What follows belongs to an exercise in optimizing a design on an open flow for small area and a short achievable clock period; a production flow would make more cautious choices. Only the layout flow was run in this run; the RTL was not checked for function there. Power is estimated from default activity; no workload was simulated.

==> flow/design.v <==
`timescale 1ns / 1ps
module fa(input a, b, c, output s, co);
    assign s = a ^ b ^ c;
    assign co = (a & b) | (a & c) | (b & c);
endmodule
module ha(input a, b, output s, co);
    assign s = a ^ b;
    assign co = a & b;
endmodule
module Optimized_Wallace(
    input clk, rst,
    input [15:0] A, B,
    output reg [31:0] PRODUCT
);
    reg [15:0] ra;
    reg rb15;
    reg one0;
    reg two0;
    reg neg0;
    reg one1;
    reg two1;
    reg neg1;
    reg one2;
    reg two2;
    reg neg2;
    reg one3;
    reg two3;
    reg neg3;
    reg one4;
    reg two4;
    reg neg4;
    reg one5;
    reg two5;
    reg neg5;
    reg one6;
    reg two6;
    reg neg6;
    reg one7;
    reg two7;
    reg neg7;
    reg [92:0] r2;
    reg [52:0] r3;
    reg v1, v2, v3;
    wire pp1 = ((one0 & ra[0])) ^ neg0;
    wire pp2 = ((one0 & ra[1]) | (two0 & ra[0])) ^ neg0;
    wire pp3 = ((one0 & ra[2]) | (two0 & ra[1])) ^ neg0;
    wire pp4 = ((one0 & ra[3]) | (two0 & ra[2])) ^ neg0;
    wire pp5 = ((one0 & ra[4]) | (two0 & ra[3])) ^ neg0;
    wire pp6 = ((one0 & ra[5]) | (two0 & ra[4])) ^ neg0;
    wire pp7 = ((one0 & ra[6]) | (two0 & ra[5])) ^ neg0;
    wire pp8 = ((one0 & ra[7]) | (two0 & ra[6])) ^ neg0;
    wire pp9 = ((one0 & ra[8]) | (two0 & ra[7])) ^ neg0;
    wire pp10 = ((one0 & ra[9]) | (two0 & ra[8])) ^ neg0;
    wire pp11 = ((one0 & ra[10]) | (two0 & ra[9])) ^ neg0;
    wire pp12 = ((one0 & ra[11]) | (two0 & ra[10])) ^ neg0;
    wire pp13 = ((one0 & ra[12]) | (two0 & ra[11])) ^ neg0;
    wire pp14 = ((one0 & ra[13]) | (two0 & ra[12])) ^ neg0;
    wire pp15 = ((one0 & ra[14]) | (two0 & ra[13])) ^ neg0;
    wire pp16 = ((one0 & ra[15]) | (two0 & ra[14])) ^ neg0;
    wire pp17 = ((two0 & ra[15])) ^ neg0;
    wire ns18 = ~neg0;
    wire pp19 = ((one1 & ra[0])) ^ neg1;
    wire pp20 = ((one1 & ra[1]) | (two1 & ra[0])) ^ neg1;
    wire pp21 = ((one1 & ra[2]) | (two1 & ra[1])) ^ neg1;
    wire pp22 = ((one1 & ra[3]) | (two1 & ra[2])) ^ neg1;
    wire pp23 = ((one1 & ra[4]) | (two1 & ra[3])) ^ neg1;
    wire pp24 = ((one1 & ra[5]) | (two1 & ra[4])) ^ neg1;
    wire pp25 = ((one1 & ra[6]) | (two1 & ra[5])) ^ neg1;
    wire pp26 = ((one1 & ra[7]) | (two1 & ra[6])) ^ neg1;
    wire pp27 = ((one1 & ra[8]) | (two1 & ra[7])) ^ neg1;
    wire pp28 = ((one1 & ra[9]) | (two1 & ra[8])) ^ neg1;
    wire pp29 = ((one1 & ra[10]) | (two1 & ra[9])) ^ neg1;
    wire pp30 = ((one1 & ra[11]) | (two1 & ra[10])) ^ neg1;
    wire pp31 = ((one1 & ra[12]) | (two1 & ra[11])) ^ neg1;
    wire pp32 = ((one1 & ra[13]) | (two1 & ra[12])) ^ neg1;
    wire pp33 = ((one1 & ra[14]) | (two1 & ra[13])) ^ neg1;
    wire pp34 = ((one1 & ra[15]) | (two1 & ra[14])) ^ neg1;
    wire pp35 = ((two1 & ra[15])) ^ neg1;
    wire ns36 = ~neg1;
    wire pp37 = ((one2 & ra[0])) ^ neg2;
    wire pp38 = ((one2 & ra[1]) | (two2 & ra[0])) ^ neg2;
    wire pp39 = ((one2 & ra[2]) | (two2 & ra[1])) ^ neg2;
    wire pp40 = ((one2 & ra[3]) | (two2 & ra[2])) ^ neg2;
    wire pp41 = ((one2 & ra[4]) | (two2 & ra[3])) ^ neg2;
    wire pp42 = ((one2 & ra[5]) | (two2 & ra[4])) ^ neg2;
    wire pp43 = ((one2 & ra[6]) | (two2 & ra[5])) ^ neg2;
    wire pp44 = ((one2 & ra[7]) | (two2 & ra[6])) ^ neg2;
    wire pp45 = ((one2 & ra[8]) | (two2 & ra[7])) ^ neg2;
    wire pp46 = ((one2 & ra[9]) | (two2 & ra[8])) ^ neg2;
    wire pp47 = ((one2 & ra[10]) | (two2 & ra[9])) ^ neg2;
    wire pp48 = ((one2 & ra[11]) | (two2 & ra[10])) ^ neg2;
    wire pp49 = ((one2 & ra[12]) | (two2 & ra[11])) ^ neg2;
    wire pp50 = ((one2 & ra[13]) | (two2 & ra[12])) ^ neg2;
    wire pp51 = ((one2 & ra[14]) | (two2 & ra[13])) ^ neg2;
    wire pp52 = ((one2 & ra[15]) | (two2 & ra[14])) ^ neg2;
    wire pp53 = ((two2 & ra[15])) ^ neg2;
    wire ns54 = ~neg2;
    wire pp55 = ((one3 & ra[0])) ^ neg3;
    wire pp56 = ((one3 & ra[1]) | (two3 & ra[0])) ^ neg3;
    wire pp57 = ((one3 & ra[2]) | (two3 & ra[1])) ^ neg3;
    wire pp58 = ((one3 & ra[3]) | (two3 & ra[2])) ^ neg3;
    wire pp59 = ((one3 & ra[4]) | (two3 & ra[3])) ^ neg3;
    wire pp60 = ((one3 & ra[5]) | (two3 & ra[4])) ^ neg3;
    wire pp61 = ((one3 & ra[6]) | (two3 & ra[5])) ^ neg3;
    wire pp62 = ((one3 & ra[7]) | (two3 & ra[6])) ^ neg3;
    wire pp63 = ((one3 & ra[8]) | (two3 & ra[7])) ^ neg3;
    wire pp64 = ((one3 & ra[9]) | (two3 & ra[8])) ^ neg3;
    wire pp65 = ((one3 & ra[10]) | (two3 & ra[9])) ^ neg3;
    wire pp66 = ((one3 & ra[11]) | (two3 & ra[10])) ^ neg3;
    wire pp67 = ((one3 & ra[12]) | (two3 & ra[11])) ^ neg3;
    wire pp68 = ((one3 & ra[13]) | (two3 & ra[12])) ^ neg3;
    wire pp69 = ((one3 & ra[14]) | (two3 & ra[13])) ^ neg3;
    wire pp70 = ((one3 & ra[15]) | (two3 & ra[14])) ^ neg3;
    wire pp71 = ((two3 & ra[15])) ^ neg3;
    wire ns72 = ~neg3;
    wire pp73 = ((one4 & ra[0])) ^ neg4;
    wire pp74 = ((one4 & ra[1]) | (two4 & ra[0])) ^ neg4;
    wire pp75 = ((one4 & ra[2]) | (two4 & ra[1])) ^ neg4;
    wire pp76 = ((one4 & ra[3]) | (two4 & ra[2])) ^ neg4;
    wire pp77 = ((one4 & ra[4]) | (two4 & ra[3])) ^ neg4;
    wire pp78 = ((one4 & ra[5]) | (two4 & ra[4])) ^ neg4;
    wire pp79 = ((one4 & ra[6]) | (two4 & ra[5])) ^ neg4;
    wire pp80 = ((one4 & ra[7]) | (two4 & ra[6])) ^ neg4;
    wire pp81 = ((one4 & ra[8]) | (two4 & ra[7])) ^ neg4;
    wire pp82 = ((one4 & ra[9]) | (two4 & ra[8])) ^ neg4;
    wire pp83 = ((one4 & ra[10]) | (two4 & ra[9])) ^ neg4;
    wire pp84 = ((one4 & ra[11]) | (two4 & ra[10])) ^ neg4;
    wire pp85 = ((one4 & ra[12]) | (two4 & ra[11])) ^ neg4;
    wire pp86 = ((one4 & ra[13]) | (two4 & ra[12])) ^ neg4;
    wire pp87 = ((one4 & ra[14]) | (two4 & ra[13])) ^ neg4;
    wire pp88 = ((one4 & ra[15]) | (two4 & ra[14])) ^ neg4;
    wire pp89 = ((two4 & ra[15])) ^ neg4;
    wire ns90 = ~neg4;
    wire pp91 = ((one5 & ra[0])) ^ neg5;
    wire pp92 = ((one5 & ra[1]) | (two5 & ra[0])) ^ neg5;
    wire pp93 = ((one5 & ra[2]) | (two5 & ra[1])) ^ neg5;
    wire pp94 = ((one5 & ra[3]) | (two5 & ra[2])) ^ neg5;
    wire pp95 = ((one5 & ra[4]) | (two5 & ra[3])) ^ neg5;
    wire pp96 = ((one5 & ra[5]) | (two5 & ra[4])) ^ neg5;
    wire pp97 = ((one5 & ra[6]) | (two5 & ra[5])) ^ neg5;
    wire pp98 = ((one5 & ra[7]) | (two5 & ra[6])) ^ neg5;
    wire pp99 = ((one5 & ra[8]) | (two5 & ra[7])) ^ neg5;
    wire pp100 = ((one5 & ra[9]) | (two5 & ra[8])) ^ neg5;
    wire pp101 = ((one5 & ra[10]) | (two5 & ra[9])) ^ neg5;
    wire pp102 = ((one5 & ra[11]) | (two5 & ra[10])) ^ neg5;
    wire pp103 = ((one5 & ra[12]) | (two5 & ra[11])) ^ neg5;
    wire pp104 = ((one5 & ra[13]) | (two5 & ra[12])) ^ neg5;
    wire pp105 = ((one5 & ra[14]) | (two5 & ra[13])) ^ neg5;
    wire pp106 = ((one5 & ra[15]) | (two5 & ra[14])) ^ neg5;
    wire pp107 = ((two5 & ra[15])) ^ neg5;
    wire ns108 = ~neg5;
    wire pp109 = ((one6 & ra[0])) ^ neg6;
    wire pp110 = ((one6 & ra[1]) | (two6 & ra[0])) ^ neg6;
    wire pp111 = ((one6 & ra[2]) | (two6 & ra[1])) ^ neg6;
    wire pp112 = ((one6 & ra[3]) | (two6 & ra[2])) ^ neg6;
    wire pp113 = ((one6 & ra[4]) | (two6 & ra[3])) ^ neg6;
    wire pp114 = ((one6 & ra[5]) | (two6 & ra[4])) ^ neg6;
    wire pp115 = ((one6 & ra[6]) | (two6 & ra[5])) ^ neg6;
    wire pp116 = ((one6 & ra[7]) | (two6 & ra[6])) ^ neg6;
    wire pp117 = ((one6 & ra[8]) | (two6 & ra[7])) ^ neg6;
    wire pp118 = ((one6 & ra[9]) | (two6 & ra[8])) ^ neg6;
    wire pp119 = ((one6 & ra[10]) | (two6 & ra[9])) ^ neg6;
    wire pp120 = ((one6 & ra[11]) | (two6 & ra[10])) ^ neg6;
    wire pp121 = ((one6 & ra[12]) | (two6 & ra[11])) ^ neg6;
    wire pp122 = ((one6 & ra[13]) | (two6 & ra[12])) ^ neg6;
    wire pp123 = ((one6 & ra[14]) | (two6 & ra[13])) ^ neg6;
    wire pp124 = ((one6 & ra[15]) | (two6 & ra[14])) ^ neg6;
    wire pp125 = ((two6 & ra[15])) ^ neg6;
    wire ns126 = ~neg6;
    wire pp127 = ((one7 & ra[0])) ^ neg7;
    wire pp128 = ((one7 & ra[1]) | (two7 & ra[0])) ^ neg7;
    wire pp129 = ((one7 & ra[2]) | (two7 & ra[1])) ^ neg7;
    wire pp130 = ((one7 & ra[3]) | (two7 & ra[2])) ^ neg7;
    wire pp131 = ((one7 & ra[4]) | (two7 & ra[3])) ^ neg7;
    wire pp132 = ((one7 & ra[5]) | (two7 & ra[4])) ^ neg7;
    wire pp133 = ((one7 & ra[6]) | (two7 & ra[5])) ^ neg7;
    wire pp134 = ((one7 & ra[7]) | (two7 & ra[6])) ^ neg7;
    wire pp135 = ((one7 & ra[8]) | (two7 & ra[7])) ^ neg7;
    wire pp136 = ((one7 & ra[9]) | (two7 & ra[8])) ^ neg7;
    wire pp137 = ((one7 & ra[10]) | (two7 & ra[9])) ^ neg7;
    wire pp138 = ((one7 & ra[11]) | (two7 & ra[10])) ^ neg7;
    wire pp139 = ((one7 & ra[12]) | (two7 & ra[11])) ^ neg7;
    wire pp140 = ((one7 & ra[13]) | (two7 & ra[12])) ^ neg7;
    wire pp141 = ((one7 & ra[14]) | (two7 & ra[13])) ^ neg7;
    wire pp142 = ((one7 & ra[15]) | (two7 & ra[14])) ^ neg7;
    wire pp143 = ((two7 & ra[15])) ^ neg7;
    wire ns144 = ~neg7;
    wire pp145 = rb15 & ra[0];
    wire pp146 = rb15 & ra[1];
    wire pp147 = rb15 & ra[2];
    wire pp148 = rb15 & ra[3];
    wire pp149 = rb15 & ra[4];
    wire pp150 = rb15 & ra[5];
    wire pp151 = rb15 & ra[6];
    wire pp152 = rb15 & ra[7];
    wire pp153 = rb15 & ra[8];
    wire pp154 = rb15 & ra[9];
    wire pp155 = rb15 & ra[10];
    wire pp156 = rb15 & ra[11];
    wire pp157 = rb15 & ra[12];
    wire pp158 = rb15 & ra[13];
    wire pp159 = rb15 & ra[14];
    wire pp160 = rb15 & ra[15];
    wire s161, c162;
    fa u_s161 (.a(pp3), .b(pp19), .c(neg1), .s(s161), .co(c162));
    wire s163, c164;
    fa u_s163 (.a(pp5), .b(pp21), .c(pp37), .s(s163), .co(c164));
    wire s165, c166;
    fa u_s165 (.a(pp6), .b(pp22), .c(pp38), .s(s165), .co(c166));
    wire s167, c168;
    fa u_s167 (.a(pp7), .b(pp23), .c(pp39), .s(s167), .co(c168));
    wire s169, c170;
    fa u_s169 (.a(pp8), .b(pp24), .c(pp40), .s(s169), .co(c170));
    wire s171, c172;
    fa u_s171 (.a(pp9), .b(pp25), .c(pp41), .s(s171), .co(c172));
    wire s173, c174;
    fa u_s173 (.a(pp57), .b(pp73), .c(neg4), .s(s173), .co(c174));
    wire s175, c176;
    fa u_s175 (.a(pp10), .b(pp26), .c(pp42), .s(s175), .co(c176));
    wire s177, c178;
    fa u_s177 (.a(pp11), .b(pp27), .c(pp43), .s(s177), .co(c178));
    wire s179, c180;
    fa u_s179 (.a(pp59), .b(pp75), .c(pp91), .s(s179), .co(c180));
    wire s181, c182;
    fa u_s181 (.a(pp12), .b(pp28), .c(pp44), .s(s181), .co(c182));
    wire s183, c184;
    fa u_s183 (.a(pp60), .b(pp76), .c(pp92), .s(s183), .co(c184));
    wire s185, c186;
    fa u_s185 (.a(pp13), .b(pp29), .c(pp45), .s(s185), .co(c186));
    wire s187, c188;
    fa u_s187 (.a(pp61), .b(pp77), .c(pp93), .s(s187), .co(c188));
    wire s189, c190;
    fa u_s189 (.a(pp14), .b(pp30), .c(pp46), .s(s189), .co(c190));
    wire s191, c192;
    fa u_s191 (.a(pp62), .b(pp78), .c(pp94), .s(s191), .co(c192));
    wire s193, c194;
    fa u_s193 (.a(pp15), .b(pp31), .c(pp47), .s(s193), .co(c194));
    wire s195, c196;
    fa u_s195 (.a(pp63), .b(pp79), .c(pp95), .s(s195), .co(c196));
    wire s197, c198;
    fa u_s197 (.a(pp111), .b(pp127), .c(neg7), .s(s197), .co(c198));
    wire s199, c200;
    fa u_s199 (.a(pp16), .b(pp32), .c(pp48), .s(s199), .co(c200));
    wire s201, c202;
    fa u_s201 (.a(pp64), .b(pp80), .c(pp96), .s(s201), .co(c202));
    wire s203, c204;
    ha u_s203 (.a(pp112), .b(pp128), .s(s203), .co(c204));
    wire s205, c206;
    fa u_s205 (.a(pp17), .b(pp33), .c(pp49), .s(s205), .co(c206));
    wire s207, c208;
    fa u_s207 (.a(pp65), .b(pp81), .c(pp97), .s(s207), .co(c208));
    wire s209, c210;
    fa u_s209 (.a(pp113), .b(pp129), .c(pp145), .s(s209), .co(c210));
    wire s211, c212;
    fa u_s211 (.a(neg0), .b(pp34), .c(pp50), .s(s211), .co(c212));
    wire s213, c214;
    fa u_s213 (.a(pp66), .b(pp82), .c(pp98), .s(s213), .co(c214));
    wire s215, c216;
    fa u_s215 (.a(pp114), .b(pp130), .c(pp146), .s(s215), .co(c216));
    wire s217, c218;
    fa u_s217 (.a(neg0), .b(pp35), .c(pp51), .s(s217), .co(c218));
    wire s219, c220;
    fa u_s219 (.a(pp67), .b(pp83), .c(pp99), .s(s219), .co(c220));
    wire s221, c222;
    fa u_s221 (.a(pp115), .b(pp131), .c(pp147), .s(s221), .co(c222));
    wire s223, c224;
    fa u_s223 (.a(ns18), .b(ns36), .c(pp52), .s(s223), .co(c224));
    wire s225, c226;
    fa u_s225 (.a(pp68), .b(pp84), .c(pp100), .s(s225), .co(c226));
    wire s227, c228;
    fa u_s227 (.a(pp116), .b(pp132), .c(pp148), .s(s227), .co(c228));
    wire s229 = ~(pp53 ^ pp69);
    wire c230 = pp53 | pp69;
    wire s231, c232;
    fa u_s231 (.a(pp85), .b(pp101), .c(pp117), .s(s231), .co(c232));
    wire s233, c234;
    ha u_s233 (.a(pp133), .b(pp149), .s(s233), .co(c234));
    wire s235, c236;
    fa u_s235 (.a(ns54), .b(pp70), .c(pp86), .s(s235), .co(c236));
    wire s237, c238;
    fa u_s237 (.a(pp102), .b(pp118), .c(pp134), .s(s237), .co(c238));
    wire s239 = ~(pp71 ^ pp87);
    wire c240 = pp71 | pp87;
    wire s241, c242;
    fa u_s241 (.a(pp103), .b(pp119), .c(pp135), .s(s241), .co(c242));
    wire s243, c244;
    fa u_s243 (.a(ns72), .b(pp88), .c(pp104), .s(s243), .co(c244));
    wire s245, c246;
    fa u_s245 (.a(pp120), .b(pp136), .c(pp152), .s(s245), .co(c246));
    wire s247 = ~(pp89 ^ pp105);
    wire c248 = pp89 | pp105;
    wire s249, c250;
    fa u_s249 (.a(pp121), .b(pp137), .c(pp153), .s(s249), .co(c250));
    wire s251, c252;
    fa u_s251 (.a(ns90), .b(pp106), .c(pp122), .s(s251), .co(c252));
    wire s253 = ~(pp107 ^ pp123);
    wire c254 = pp107 | pp123;
    wire s255, c256;
    fa u_s255 (.a(ns108), .b(pp124), .c(pp140), .s(s255), .co(c256));
    wire s257 = ~(pp125 ^ pp141);
    wire c258 = pp125 | pp141;
    wire s259, c260;
    fa u_s259 (.a(ns126), .b(pp142), .c(pp158), .s(s259), .co(c260));
    wire s261 = ~(pp143 ^ pp159);
    wire c262 = pp143 | pp159;
    wire s263, c264;
    fa u_s263 (.a(c162), .b(pp4), .c(pp20), .s(s263), .co(c264));
    wire s265, c266;
    fa u_s265 (.a(c166), .b(s167), .c(pp55), .s(s265), .co(c266));
    wire s267, c268;
    fa u_s267 (.a(c168), .b(s169), .c(pp56), .s(s267), .co(c268));
    wire s269, c270;
    fa u_s269 (.a(c170), .b(s171), .c(s173), .s(s269), .co(c270));
    wire s271, c272;
    fa u_s271 (.a(c172), .b(c174), .c(s175), .s(s271), .co(c272));
    wire s273, c274;
    fa u_s273 (.a(c176), .b(s177), .c(s179), .s(s273), .co(c274));
    wire s275, c276;
    fa u_s275 (.a(c178), .b(c180), .c(s181), .s(s275), .co(c276));
    wire s277, c278;
    fa u_s277 (.a(c182), .b(c184), .c(s185), .s(s277), .co(c278));
    wire s279, c280;
    fa u_s279 (.a(s187), .b(pp109), .c(neg6), .s(s279), .co(c280));
    wire s281, c282;
    fa u_s281 (.a(c186), .b(c188), .c(s189), .s(s281), .co(c282));
    wire s283, c284;
    ha u_s283 (.a(s191), .b(pp110), .s(s283), .co(c284));
    wire s285, c286;
    fa u_s285 (.a(c190), .b(c192), .c(s193), .s(s285), .co(c286));
    wire s287, c288;
    ha u_s287 (.a(s195), .b(s197), .s(s287), .co(c288));
    wire s289, c290;
    fa u_s289 (.a(c194), .b(c196), .c(c198), .s(s289), .co(c290));
    wire s291, c292;
    fa u_s291 (.a(s199), .b(s201), .c(s203), .s(s291), .co(c292));
    wire s293, c294;
    fa u_s293 (.a(c200), .b(c202), .c(c204), .s(s293), .co(c294));
    wire s295, c296;
    fa u_s295 (.a(s205), .b(s207), .c(s209), .s(s295), .co(c296));
    wire s297, c298;
    fa u_s297 (.a(c206), .b(c208), .c(c210), .s(s297), .co(c298));
    wire s299, c300;
    fa u_s299 (.a(s211), .b(s213), .c(s215), .s(s299), .co(c300));
    wire s301, c302;
    fa u_s301 (.a(c212), .b(c214), .c(c216), .s(s301), .co(c302));
    wire s303, c304;
    fa u_s303 (.a(s217), .b(s219), .c(s221), .s(s303), .co(c304));
    wire s305, c306;
    fa u_s305 (.a(c218), .b(c220), .c(c222), .s(s305), .co(c306));
    wire s307, c308;
    fa u_s307 (.a(s223), .b(s225), .c(s227), .s(s307), .co(c308));
    wire s309, c310;
    fa u_s309 (.a(c224), .b(c226), .c(c228), .s(s309), .co(c310));
    wire s311, c312;
    fa u_s311 (.a(s229), .b(s231), .c(s233), .s(s311), .co(c312));
    wire s313, c314;
    fa u_s313 (.a(c230), .b(c232), .c(c234), .s(s313), .co(c314));
    wire s315, c316;
    fa u_s315 (.a(s235), .b(s237), .c(pp150), .s(s315), .co(c316));
    wire s317, c318;
    fa u_s317 (.a(c236), .b(c238), .c(s239), .s(s317), .co(c318));
    wire s319, c320;
    ha u_s319 (.a(s241), .b(pp151), .s(s319), .co(c320));
    wire s321, c322;
    fa u_s321 (.a(c240), .b(c242), .c(s243), .s(s321), .co(c322));
    wire s323, c324;
    fa u_s323 (.a(c244), .b(c246), .c(s247), .s(s323), .co(c324));
    wire s325, c326;
    fa u_s325 (.a(c248), .b(c250), .c(s251), .s(s325), .co(c326));
    wire s327, c328;
    fa u_s327 (.a(c252), .b(s253), .c(pp139), .s(s327), .co(c328));
    wire s329, c330;
    fa u_s329 (.a(c254), .b(s255), .c(pp156), .s(s329), .co(c330));
    wire s331, c332;
    fa u_s331 (.a(c256), .b(s257), .c(pp157), .s(s331), .co(c332));
    wire s333, c334;
    fa u_s333 (.a(c262), .b(ns144), .c(pp160), .s(s333), .co(c334));
    wire s335, c336;
    fa u_s335 (.a(r2[5]), .b(r2[6]), .c(r2[7]), .s(s335), .co(c336));
    wire s337, c338;
    fa u_s337 (.a(r2[16]), .b(r2[17]), .c(r2[18]), .s(s337), .co(c338));
    wire s339, c340;
    fa u_s339 (.a(r2[20]), .b(r2[21]), .c(r2[22]), .s(s339), .co(c340));
    wire s341, c342;
    fa u_s341 (.a(r2[23]), .b(r2[24]), .c(r2[25]), .s(s341), .co(c342));
    wire s343, c344;
    fa u_s343 (.a(r2[26]), .b(r2[27]), .c(r2[28]), .s(s343), .co(c344));
    wire s345, c346;
    fa u_s345 (.a(r2[29]), .b(r2[30]), .c(r2[31]), .s(s345), .co(c346));
    wire s347, c348;
    fa u_s347 (.a(r2[33]), .b(r2[34]), .c(r2[35]), .s(s347), .co(c348));
    wire s349, c350;
    fa u_s349 (.a(r2[37]), .b(r2[38]), .c(r2[39]), .s(s349), .co(c350));
    wire s351, c352;
    fa u_s351 (.a(r2[41]), .b(r2[42]), .c(r2[43]), .s(s351), .co(c352));
    wire s353, c354;
    fa u_s353 (.a(r2[45]), .b(r2[46]), .c(r2[47]), .s(s353), .co(c354));
    wire s355, c356;
    fa u_s355 (.a(r2[49]), .b(r2[50]), .c(r2[51]), .s(s355), .co(c356));
    wire s357, c358;
    fa u_s357 (.a(r2[53]), .b(r2[54]), .c(r2[55]), .s(s357), .co(c358));
    wire s359, c360;
    fa u_s359 (.a(r2[57]), .b(r2[58]), .c(r2[59]), .s(s359), .co(c360));
    wire s361, c362;
    fa u_s361 (.a(r2[61]), .b(r2[62]), .c(r2[63]), .s(s361), .co(c362));
    wire s363, c364;
    fa u_s363 (.a(r2[65]), .b(r2[66]), .c(r2[67]), .s(s363), .co(c364));
    wire s365, c366;
    fa u_s365 (.a(r2[69]), .b(r2[70]), .c(r2[71]), .s(s365), .co(c366));
    wire s367, c368;
    fa u_s367 (.a(r2[73]), .b(r2[74]), .c(r2[75]), .s(s367), .co(c368));
    wire s369, c370;
    fa u_s369 (.a(r2[76]), .b(r2[77]), .c(r2[78]), .s(s369), .co(c370));
    wire s371, c372;
    fa u_s371 (.a(r2[80]), .b(r2[81]), .c(r2[82]), .s(s371), .co(c372));
    wire s373, c374;
    fa u_s373 (.a(r2[87]), .b(r2[88]), .c(r2[89]), .s(s373), .co(c374));
    wire s375, c376;
    fa u_s375 (.a(c336), .b(r2[8]), .c(r2[9]), .s(s375), .co(c376));
    wire s377, c378;
    ha u_s377 (.a(r2[10]), .b(r2[11]), .s(s377), .co(c378));
    wire s379, c380;
    ha u_s379 (.a(r2[12]), .b(r2[13]), .s(s379), .co(c380));
    wire s381, c382;
    ha u_s381 (.a(r2[14]), .b(r2[15]), .s(s381), .co(c382));
    wire s383, c384;
    ha u_s383 (.a(s337), .b(r2[19]), .s(s383), .co(c384));
    wire s385, c386;
    ha u_s385 (.a(c338), .b(s339), .s(s385), .co(c386));
    wire s387, c388;
    ha u_s387 (.a(c340), .b(s341), .s(s387), .co(c388));
    wire s389, c390;
    ha u_s389 (.a(c342), .b(s343), .s(s389), .co(c390));
    wire s391, c392;
    fa u_s391 (.a(c344), .b(s345), .c(r2[32]), .s(s391), .co(c392));
    wire s393, c394;
    fa u_s393 (.a(c346), .b(s347), .c(r2[36]), .s(s393), .co(c394));
    wire s395, c396;
    fa u_s395 (.a(c348), .b(s349), .c(r2[40]), .s(s395), .co(c396));
    wire s397, c398;
    fa u_s397 (.a(c350), .b(s351), .c(r2[44]), .s(s397), .co(c398));
    wire s399, c400;
    fa u_s399 (.a(c352), .b(s353), .c(r2[48]), .s(s399), .co(c400));
    wire s401, c402;
    fa u_s401 (.a(c354), .b(s355), .c(r2[52]), .s(s401), .co(c402));
    wire s403, c404;
    fa u_s403 (.a(c356), .b(s357), .c(r2[56]), .s(s403), .co(c404));
    wire s405, c406;
    fa u_s405 (.a(c358), .b(s359), .c(r2[60]), .s(s405), .co(c406));
    wire s407, c408;
    fa u_s407 (.a(c360), .b(s361), .c(r2[64]), .s(s407), .co(c408));
    wire s409, c410;
    fa u_s409 (.a(c362), .b(s363), .c(r2[68]), .s(s409), .co(c410));
    wire s411, c412;
    fa u_s411 (.a(c364), .b(s365), .c(r2[72]), .s(s411), .co(c412));
    wire s413, c414;
    ha u_s413 (.a(c366), .b(s367), .s(s413), .co(c414));
    wire s415, c416;
    fa u_s415 (.a(c368), .b(s369), .c(r2[79]), .s(s415), .co(c416));
    wire s417, c418;
    ha u_s417 (.a(c370), .b(s371), .s(s417), .co(c418));
    wire s419, c420;
    fa u_s419 (.a(c372), .b(r2[83]), .c(r2[84]), .s(s419), .co(c420));
    wire s421, c422;
    ha u_s421 (.a(r2[85]), .b(r2[86]), .s(s421), .co(c422));
    wire s423, c424;
    fa u_s423 (.a(c374), .b(r2[90]), .c(r2[91]), .s(s423), .co(c424));
    wire g425, p426;
    ha u_p426 (.a(r2[0]), .b(r2[1]), .s(p426), .co(g425));
    wire g427, p428;
    ha u_p428 (.a(c376), .b(s377), .s(p428), .co(g427));
    wire g429, p430;
    ha u_p430 (.a(c378), .b(s379), .s(p430), .co(g429));
    wire g431, p432;
    ha u_p432 (.a(c380), .b(s381), .s(p432), .co(g431));
    wire g433, p434;
    ha u_p434 (.a(c382), .b(s383), .s(p434), .co(g433));
    wire g435, p436;
    ha u_p436 (.a(c384), .b(s385), .s(p436), .co(g435));
    wire g437, p438;
    ha u_p438 (.a(c386), .b(s387), .s(p438), .co(g437));
    wire g439, p440;
    ha u_p440 (.a(c388), .b(s389), .s(p440), .co(g439));
    wire g441, p442;
    ha u_p442 (.a(c390), .b(s391), .s(p442), .co(g441));
    wire g443, p444;
    ha u_p444 (.a(c392), .b(s393), .s(p444), .co(g443));
    wire g445, p446;
    ha u_p446 (.a(c394), .b(s395), .s(p446), .co(g445));
    wire g447, p448;
    ha u_p448 (.a(c396), .b(s397), .s(p448), .co(g447));
    wire g449, p450;
    ha u_p450 (.a(c398), .b(s399), .s(p450), .co(g449));
    wire g451, p452;
    ha u_p452 (.a(c400), .b(s401), .s(p452), .co(g451));
    wire g453, p454;
    ha u_p454 (.a(c402), .b(s403), .s(p454), .co(g453));
    wire g455, p456;
    ha u_p456 (.a(c404), .b(s405), .s(p456), .co(g455));
    wire g457, p458;
    ha u_p458 (.a(c406), .b(s407), .s(p458), .co(g457));
    wire g459, p460;
    ha u_p460 (.a(c408), .b(s409), .s(p460), .co(g459));
    wire g461, p462;
    ha u_p462 (.a(c410), .b(s411), .s(p462), .co(g461));
    wire g463, p464;
    ha u_p464 (.a(c412), .b(s413), .s(p464), .co(g463));
    wire g465, p466;
    ha u_p466 (.a(c414), .b(s415), .s(p466), .co(g465));
    wire g467, p468;
    ha u_p468 (.a(c416), .b(s417), .s(p468), .co(g467));
    wire g469, p470;
    ha u_p470 (.a(c418), .b(s419), .s(p470), .co(g469));
    wire g471, p472;
    ha u_p472 (.a(c420), .b(s421), .s(p472), .co(g471));
    wire g473, p474;
    ha u_p474 (.a(c422), .b(s373), .s(p474), .co(g473));
    wire g475, p476;
    ha u_p476 (.a(c424), .b(r2[92]), .s(p476), .co(g475));
    wire t477 = p426 | g425;
    wire t478 = p428 | g427;
    wire t479 = p430 | g429;
    wire t480 = p432 | g431;
    wire t481 = p434 | g433;
    wire t482 = p436 | g435;
    wire t483 = p438 | g437;
    wire G484 = 1'b0 | (r2[2] & g425);
    wire P485 = r2[2] & t477;
    wire G486 = 1'b0 | (r2[4] & 1'b0);
    wire P487 = r2[4] & r2[3];
    wire G488 = 1'b0 | (s375 & 1'b0);
    wire P489 = s375 & s335;
    wire G490 = g429 | (t479 & g427);
    wire P491 = t479 & t478;
    wire G492 = g433 | (t481 & g431);
    wire P493 = t481 & t480;
    wire G494 = g437 | (t483 & g435);
    wire P495 = t483 & t482;
    wire G496 = 1'b0 | (r2[3] & G484);
    wire P497 = r2[3] & P485;
    wire G498 = G486 | (P487 & G484);
    wire P499 = P487 & P485;
    wire G500 = g427 | (t478 & G488);
    wire P501 = t478 & P489;
    wire G502 = G490 | (P491 & G488);
    wire P503 = P491 & P489;
    wire G504 = g435 | (t482 & G492);
    wire P505 = t482 & P493;
    wire G506 = G494 | (P495 & G492);
    wire P507 = P495 & P493;
    wire G508 = 1'b0 | (s335 & G498);
    wire P509 = s335 & P499;
    wire G510 = G488 | (P489 & G498);
    wire P511 = P489 & P499;
    wire G512 = G500 | (P501 & G498);
    wire P513 = P501 & P499;
    wire G514 = G502 | (P503 & G498);
    wire P515 = P503 & P499;
    wire G516 = g431 | (t480 & G514);
    wire P517 = t480 & P515;
    wire G518 = G492 | (P493 & G514);
    wire P519 = P493 & P515;
    wire G520 = G504 | (P505 & G514);
    wire P521 = P505 & P515;
    wire G522 = G506 | (P507 & G514);
    wire P523 = P507 & P515;
    wire sum524 = p426;
    wire sum525 = r2[2] ^ g425;
    wire sum526 = r2[3] ^ G484;
    wire sum527 = r2[4] ^ G496;
    wire sum528 = s335 ^ G498;
    wire sum529 = s375 ^ G508;
    wire sum530 = p428 ^ G510;
    wire sum531 = p430 ^ G512;
    wire sum532 = p432 ^ G514;
    wire sum533 = p434 ^ G516;
    wire sum534 = p436 ^ G518;
    wire sum535 = p438 ^ G520;
    wire t536 = r3[13] | r3[14];
    wire t537 = r3[15] | r3[16];
    wire t538 = r3[17] | r3[18];
    wire t539 = r3[19] | r3[20];
    wire t540 = r3[21] | r3[22];
    wire t541 = r3[23] | r3[24];
    wire t542 = r3[25] | r3[26];
    wire t543 = r3[27] | r3[28];
    wire t544 = r3[29] | r3[30];
    wire t545 = r3[31] | r3[32];
    wire t546 = r3[33] | r3[34];
    wire t547 = r3[35] | r3[36];
    wire t548 = r3[37] | r3[38];
    wire t549 = r3[39] | r3[40];
    wire t550 = r3[41] | r3[42];
    wire t551 = r3[43] | r3[44];
    wire t552 = r3[45] | r3[46];
    wire t553 = r3[47] | r3[48];
    wire t554 = r3[49] | r3[50];
    wire t555 = r3[51] | r3[52];
    wire g556 = r3[14] | (r3[13] & r3[12]);
    wire G557 = r3[16] | (t537 & g556);
    wire P558 = t537 & t536;
    wire G559 = r3[20] | (t539 & r3[18]);
    wire P560 = t539 & t538;
    wire G561 = r3[24] | (t541 & r3[22]);
    wire P562 = t541 & t540;
    wire G563 = r3[28] | (t543 & r3[26]);
    wire P564 = t543 & t542;
    wire G565 = r3[32] | (t545 & r3[30]);
    wire P566 = t545 & t544;
    wire G567 = r3[36] | (t547 & r3[34]);
    wire P568 = t547 & t546;
    wire G569 = r3[40] | (t549 & r3[38]);
    wire P570 = t549 & t548;
    wire G571 = r3[44] | (t551 & r3[42]);
    wire P572 = t551 & t550;
    wire G573 = r3[48] | (t553 & r3[46]);
    wire P574 = t553 & t552;
    wire G575 = r3[52] | (t555 & r3[50]);
    wire P576 = t555 & t554;
    wire G577 = G559 | (P560 & G557);
    wire P578 = P560 & P558;
    wire G579 = G563 | (P564 & G561);
    wire P580 = P564 & P562;
    wire G581 = G567 | (P568 & G565);
    wire P582 = P568 & P566;
    wire G583 = G571 | (P572 & G569);
    wire P584 = P572 & P570;
    wire G585 = G575 | (P576 & G573);
    wire P586 = P576 & P574;
    wire G587 = G579 | (P580 & G577);
    wire P588 = P580 & P578;
    wire G589 = G583 | (P584 & G581);
    wire P590 = P584 & P582;
    wire G591 = G589 | (P590 & G587);
    wire P592 = P590 & P588;
    wire G593 = G581 | (P582 & G587);
    wire P594 = P582 & P588;
    wire G595 = G585 | (P586 & G591);
    wire P596 = P586 & P592;
    wire G597 = G561 | (P562 & G577);
    wire P598 = P562 & P578;
    wire G599 = G565 | (P566 & G587);
    wire P600 = P566 & P588;
    wire G601 = G569 | (P570 & G593);
    wire P602 = P570 & P594;
    wire G603 = G573 | (P574 & G591);
    wire P604 = P574 & P592;
    wire G605 = r3[18] | (t538 & G557);
    wire P606 = t538 & P558;
    wire G607 = r3[22] | (t540 & G577);
    wire P608 = t540 & P578;
    wire G609 = r3[26] | (t542 & G597);
    wire P610 = t542 & P598;
    wire G611 = r3[30] | (t544 & G587);
    wire P612 = t544 & P588;
    wire G613 = r3[34] | (t546 & G599);
    wire P614 = t546 & P600;
    wire G615 = r3[38] | (t548 & G593);
    wire P616 = t548 & P594;
    wire G617 = r3[42] | (t550 & G601);
    wire P618 = t550 & P602;
    wire G619 = r3[46] | (t552 & G591);
    wire P620 = t552 & P592;
    wire G621 = r3[50] | (t554 & G603);
    wire P622 = t554 & P604;
    wire sum623 = r3[13] ^ r3[12];
    wire sum624 = r3[15] ^ g556;
    wire sum625 = r3[17] ^ G557;
    wire sum626 = r3[19] ^ G605;
    wire sum627 = r3[21] ^ G577;
    wire sum628 = r3[23] ^ G607;
    wire sum629 = r3[25] ^ G597;
    wire sum630 = r3[27] ^ G609;
    wire sum631 = r3[29] ^ G587;
    wire sum632 = r3[31] ^ G611;
    wire sum633 = r3[33] ^ G599;
    wire sum634 = r3[35] ^ G613;
    wire sum635 = r3[37] ^ G593;
    wire sum636 = r3[39] ^ G615;
    wire sum637 = r3[41] ^ G601;
    wire sum638 = r3[43] ^ G617;
    wire sum639 = r3[45] ^ G591;
    wire sum640 = r3[47] ^ G619;
    wire sum641 = r3[49] ^ G603;
    wire sum642 = r3[51] ^ G621;
    wire [31:0] sum = {sum642, sum641, sum640, sum639, sum638, sum637, sum636, sum635, sum634, sum633, sum632, sum631, sum630, sum629, sum628, sum627, sum626, sum625, sum624, sum623, r3[11], r3[10], r3[9], r3[8], r3[7], r3[6], r3[5], r3[4], r3[3], r3[2], r3[1], r3[0]};
    always @(posedge clk or posedge rst) begin
        if (rst) begin
            v1 <= 1'b0; v2 <= 1'b0; v3 <= 1'b0;
            PRODUCT <= 32'd0;
        end else begin
            v1 <= 1'b1; v2 <= v1; v3 <= v2;
            PRODUCT <= sum & {32{v3}};
        end
    end
    always @(posedge clk) begin
        ra <= A;
        rb15 <= B[15];
        one0 <= B[0] ^ 1'b0;
        two0 <= (B[1] & ~B[0] & ~1'b0) | (~B[1] & B[0] & 1'b0);
        neg0 <= B[1] & ~(B[0] & 1'b0);
        one1 <= B[2] ^ B[1];
        two1 <= (B[3] & ~B[2] & ~B[1]) | (~B[3] & B[2] & B[1]);
        neg1 <= B[3] & ~(B[2] & B[1]);
        one2 <= B[4] ^ B[3];
        two2 <= (B[5] & ~B[4] & ~B[3]) | (~B[5] & B[4] & B[3]);
        neg2 <= B[5] & ~(B[4] & B[3]);
        one3 <= B[6] ^ B[5];
        two3 <= (B[7] & ~B[6] & ~B[5]) | (~B[7] & B[6] & B[5]);
        neg3 <= B[7] & ~(B[6] & B[5]);
        one4 <= B[8] ^ B[7];
        two4 <= (B[9] & ~B[8] & ~B[7]) | (~B[9] & B[8] & B[7]);
        neg4 <= B[9] & ~(B[8] & B[7]);
        one5 <= B[10] ^ B[9];
        two5 <= (B[11] & ~B[10] & ~B[9]) | (~B[11] & B[10] & B[9]);
        neg5 <= B[11] & ~(B[10] & B[9]);
        one6 <= B[12] ^ B[11];
        two6 <= (B[13] & ~B[12] & ~B[11]) | (~B[13] & B[12] & B[11]);
        neg6 <= B[13] & ~(B[12] & B[11]);
        one7 <= B[14] ^ B[13];
        two7 <= (B[15] & ~B[14] & ~B[13]) | (~B[15] & B[14] & B[13]);
        neg7 <= B[15] & ~(B[14] & B[13]);
        r2 <= {s333, s261, c260, s259, c258, c332, s331, c330, s329, c328, pp155, s327, c326, pp154, pp138, s325, c324, s249, s323, c322, s245, s321, c320, c318, s319, s317, c316, c314, s315, s313, c312, c310, s311, s309, c308, c306, s307, s305, c304, c302, s303, s301, c300, c298, s299, s297, c296, c294, s295, s293, c292, c290, s291, s289, c288, c286, s287, s285, c284, c282, s283, s281, c280, c278, s279, s277, c276, s183, s275, c274, neg5, s273, c272, pp74, pp58, s271, c270, s269, c268, s267, c266, neg3, s265, s165, c164, neg2, s163, c264, s263, s161, pp2, neg0, pp1};
        r3 <= {g475, p476, 1'b0, s423, g473, p474, g471, p472, g469, p470, g467, p468, g465, p466, g463, p464, g461, p462, g459, p460, g457, p458, g455, p456, g453, p454, g451, p452, g449, p450, g447, p448, g445, p446, g443, p444, g441, p442, g439, p440, G522, sum535, sum534, sum533, sum532, sum531, sum530, sum529, sum528, sum527, sum526, sum525, sum524};
    end
endmodule
==> flow/flow/run.sh <==
#!/bin/bash
# The standard layout (the standard.sh: ORFS synthesis through finish),
# with the port buffers made of sky130_fd_sc_hd__buf_1 instead of the
# resizer's default pick.  Every tool's output goes to a log in this folder
# (make's own output to flow_make.log, ORFS's per-step logs under orfs/logs).
set -euo pipefail
export BUFFER_PORTS_ARGS="-buffer_cell sky130_fd_sc_hd__buf_1"
bash standard.sh finish > flow_make.log 2>&1
==> flow/standard.sh <==
#!/bin/bash
# synth_recipe.tcl (not shown) runs the flow's synth.tcl, then flattens the netlist and writes it again
# the make line also repeats each setting of config.mk as NAME=value (left out here)
make -C /OpenROAD-flow-scripts/flow DESIGN_CONFIG=/design/flow/config.mk WORK_HOME=/design/flow/orfs CLKGATE_MAP_FILE= SYNTH_SCRIPT=/design/flow/synth_recipe.tcl "${@:-finish}"
==> flow/config.mk <==
export PLATFORM = sky130hd
export DESIGN_NAME = Optimized_Wallace
export DESIGN_NICKNAME = Optimized_Wallace
export VERILOG_FILES = /design/flow/design.v
export SDC_FILE = /design/flow/constraint.sdc
export NUM_CORES = 4
export LEC_CHECK = 0
export CAP_MARGIN = 20
export CORE_MARGIN = 2
export CORE_UTILIZATION = 60
export CTS_BUF_LIST = sky130_fd_sc_hd__clkbuf_16
export CTS_CLUSTER_DIAMETER = 100
export CTS_CLUSTER_SIZE = 25
export SETUP_SLACK_MARGIN = 1.4
export SLEW_MARGIN = 20
export SYNTH_HIERARCHICAL = 1
export SYNTH_MINIMUM_KEEP_SIZE = 0
export TNS_END_PERCENT = 0
==> flow/constraint.sdc <==
create_clock -name core_clock -period 3.0 [get_ports {clk}]
set_input_delay 0.6000 -clock core_clock [delete_from_list [all_inputs] [get_ports {clk}]]
set_output_delay 0.6000 -clock core_clock [all_outputs]
set_load 0.01 [all_outputs]
==> results.txt <==
==> worst register-to-register path, cell delays in order (launching register included) <==
cell and delay [ps]:
dfxtp_1 750, a22oi_1 180, xnor2_1 200, fa_1 650
fa_1 480
==> modules after synthesis, one instance, submodules excluded <==
module / copies in the design / flip-flops and latches / cell area, um^2
fa: 111 / 0 / 20.0
Optimized_Wallace: 1 / 220 / 8460
ha: 41 / 0 / 12.5
==> registers in the layout, indices dropped and copies added, names as in the netlist, 16 cells and up <==
name     cells
ra          16
PRODUCT     32
r3          51
r2          93
==> kinds of logic after synthesis <==
logic type	after synthesis	synth area share (%)
adder cells (fa/ha/maj)	170	26.5
multiplexers	4	0.358
AND/OR/NAND/NOR	103	4.94
XOR/XNOR	153	12.0
AO/OA/AOI/OAI	175	11.6
other	1	0.0335
flip-flops	220	40.9
buffers and inverters	111	3.72
==> metrics by stage <==
stage	utilization, %	setup slack, ps	hold slack, ps	cell area, um^2
after floorplan	-	852	329	11300
after detailed placement	63.5	613	346	11500
final	65.7	627	180	11900
after CTS	65.5	653	178	11900
after global routing	65.7	572	196	11900
after global placement	63.5	637	332	11500
==> routing by layer <==
metal,vias to the layer above,wire length [um]
li1,3119,-
met1,3296,10400
met2,336,9790
met3,46,1740
met5,-,0
met4,0,469
==> final timing paths <==
| kind | endpoint | slack (ps) |
|---|---|---|
| min | PRODUCT[10]$_DFF_PP0_ | 180 |
| min in group core_clock | ra[2]$_DFF_P_ | 210 |
| min reg2reg | v2$_DFF_PP0_ | 360 |
| max | r2[27]$_DFF_P_ | 630 |
| max in group asynchronous | PRODUCT[31]$_DFF_PP0_ | 2520 |
| max reg2reg | r2[27]$_DFF_P_ | 630 |
==> area by class of cell <==
type / count / share of cell area, %
multi-input cells: 606 / 52.5
flip-flops and latches: 220 / 38.7
clock buffers: 13 / 2.73
repair buffers: 75 / 2.68
well taps: 229 / 2.40
inverters: 27 / 0.850
clock inverters: 5 / 0.189
==> synth_stat cells, types with 2 or more instances <==
master      n  area share, %
a211oi_1    3           0.20
a21o_1      8           0.54
a21o_2      2           0.16
a21oi_1    10           0.45
a22oi_1   120            8.0
a31oi_1     2           0.11
a41o_1      2           0.18
and2_1     30            1.7
buf_1       6           0.20
clkbuf_1   78            2.6
dfrtp_1    35            7.8
dfxtp_1   185             33
fa_1      111             20
ha_1       59            6.6
inv_1      27           0.91
mux2i_1     4           0.36
nand2_1    22           0.74
nand2b_1   12           0.67
nand3b_1    7           0.47
nor2_1     16           0.54
nor2b_1     8           0.45
nor3_1      4           0.18
o21ai_0    11           0.49
o21ai_1     2          0.089
o21bai_1    2           0.13
xnor2_1   146             11
xor2_1      7           0.55
==> timing repair <==
action / 4_1_cts / 5_1_grt
setup endpoints to repair: 127 / 142
resized for setup: 13 / 15
pin swaps: 0 / 1
setup buffers: 0 / 0
==> power breakdown <==
group | switching (mW) | internal, mW | leakage [nW]
registers | 0.724 | 4.08 | 2.00
clock network | 0.887 | 0.786 | 0.182
logic | 2.49 | 2.38 | 2.62
==> results.yml <==
critical_path:
  cp_cell_sequence: "a22oi_1, xnor2_1, fa_1, fa_1"
  cpPeakStageDelay_ps: 750
  startpoint_type: "register"
  startpoint: "two0$_DFF_P_"
  ff2ff_path_depth: 4
  critPathBufInv: 0
  cp_top_family: "adder cells"
  worstReg2RegStart: "two0$_DFF_P_"
  crit_top_cell: "fa_1"
  critPathKind: "register to register"
  critPathSlowestCell: "dfxtp_1"
  critPathArrivalTime_ps: 2710
  cp_max_fo: 16
  path_depth: 4
  endpoint_kind: "register"
  critPathRequiredTime_ps: 3340
floorplan:
  ios: 66
  die_y_um: 141
  core_area_um2: 18100
  start_util_pct: 61.7
  die_w_um: 141
  dieArea_um2: 19800
  num_rows: 49
layout:
  final_cell_mix: "dfxtp_1 (162), xnor2_1 (146), a22oi_1 (120), fa_1 (109), buf_1 (65)"
  stdcell_count: 1175
  multi_input_area_um2: 6260
  diodes: 0
  drive_gt1_share_pct: 6.77
  area_growth_pct: 6.51
  fillers: 1457
  final_nets: 1146
  final_common_cell: "dfxtp_1"
  ff_latch_area_um2: 4610
synth:
  avgSynthCellArea_um2: 11.9
  synth_edf_count: 0
  synth_cells: 937
  synth-seq-cells: 220
  yosys_warnings: 7
  yosysUniqueCellTypes: 45
  synth-async-reset-ratio_pct: 15.9
  ys.flop_type: "dfxtp_1"
  yosysSeqAreaShare_pct: 40.9
  syn-num-nets: 1141
  syn_area_um2: 11200
clock_tree:
  cts_tree: "yes"
  clk_pin_slew_worst_paths_ps: 90
  cts_sinks: 220
  htree_levels: 1
  cts_root_buf: "clkbuf_16"
  cts.hold.buffers_added: 0
  clk_latency_ps: 470
  clk_path_buf_depth: 3
  cts_made_buffers: 12
grt:
  use_met1_pct: 35.2
  grt_pass1_vias: 6901
  grt_pass1_wl_um: 36800
  grt_use_total_pct: 23.3
  grt_max_degree: 36
  gr-usage-met3_pct: 3.40
  top_usage_layer: "met2"
  antenna_found_initial: 0
  grt-ovfl-total: 0
  met2_usage_pct: 36.1
run:
  cap_viol_max_count: 0
power_and_ir_drop:
  leakage_nw: 4.80
  irDropWorstVdd_mv: 0.478
  p_total_mw: 11.4
  cellPowerDensity_nw_per_um2: 952
timing:
  worst_pin_slew_ps: 866
  slew_viol_final: 0
  slew_headroom_pct: 42.2
  max_freq_ghz: 0.421
  skew_ps: 14.8
  finalSetupTns_ps: 0
  setup_viol: 0
  finalCritPeriodShare_pct: 79.1
  period_needed_ps: 2370
  rsz0062_at_grt: "yes"
  hold_viol: 0
drt:
  drt_iter0_markers: 655
  post-route-drc-count: 0
  drtAntennaViolNets: 0
  num_vias: 6797
  routedWlPerCell_um: 19.1
  wl_um: 22400
  firstDrtPassIters: 5
  viasPerCell: 5.78
min_path:
  hp-class: "input pin to async pin"
placed_design:
  place.port_buffers: 65
  place_congestion: 0.879
  placed_cells: 1157
  place_hpwl_um: 16100
run_status:
  status: "timing/DRC/antenna clean"

==> afterwards: timing with drivers on the ports <==
The flow's constraints put no driver on any port. The routed layout listed below was extracted and timed again, unchanged, in two steps. Step 1 sets driving cells, clkbuf_16 on the clock port and buf_2 on the other inputs (assumed; they add their load-dependent delay and slew). Step 2 adds t to the input delays and takes it off the output delays; t is the mean of the earliest and latest rising clock arrival at the registers after step 1. Input paths then give back, and output paths get back, about the clock's delay inside the block. a / b / c = ideal ports / drivers / drivers and shift; a / b = the first two.
t, ns: 0.510
slack for setup (ns): 0.627 / 0.627 / 0.627
worst register clock-pin slew, ns: 0.10 / 0.10
After both steps setup and hold are still met in this run. For this run, drivers alone change the setup slack by 0.000 ns; drivers and shift together by 0.000 ns.
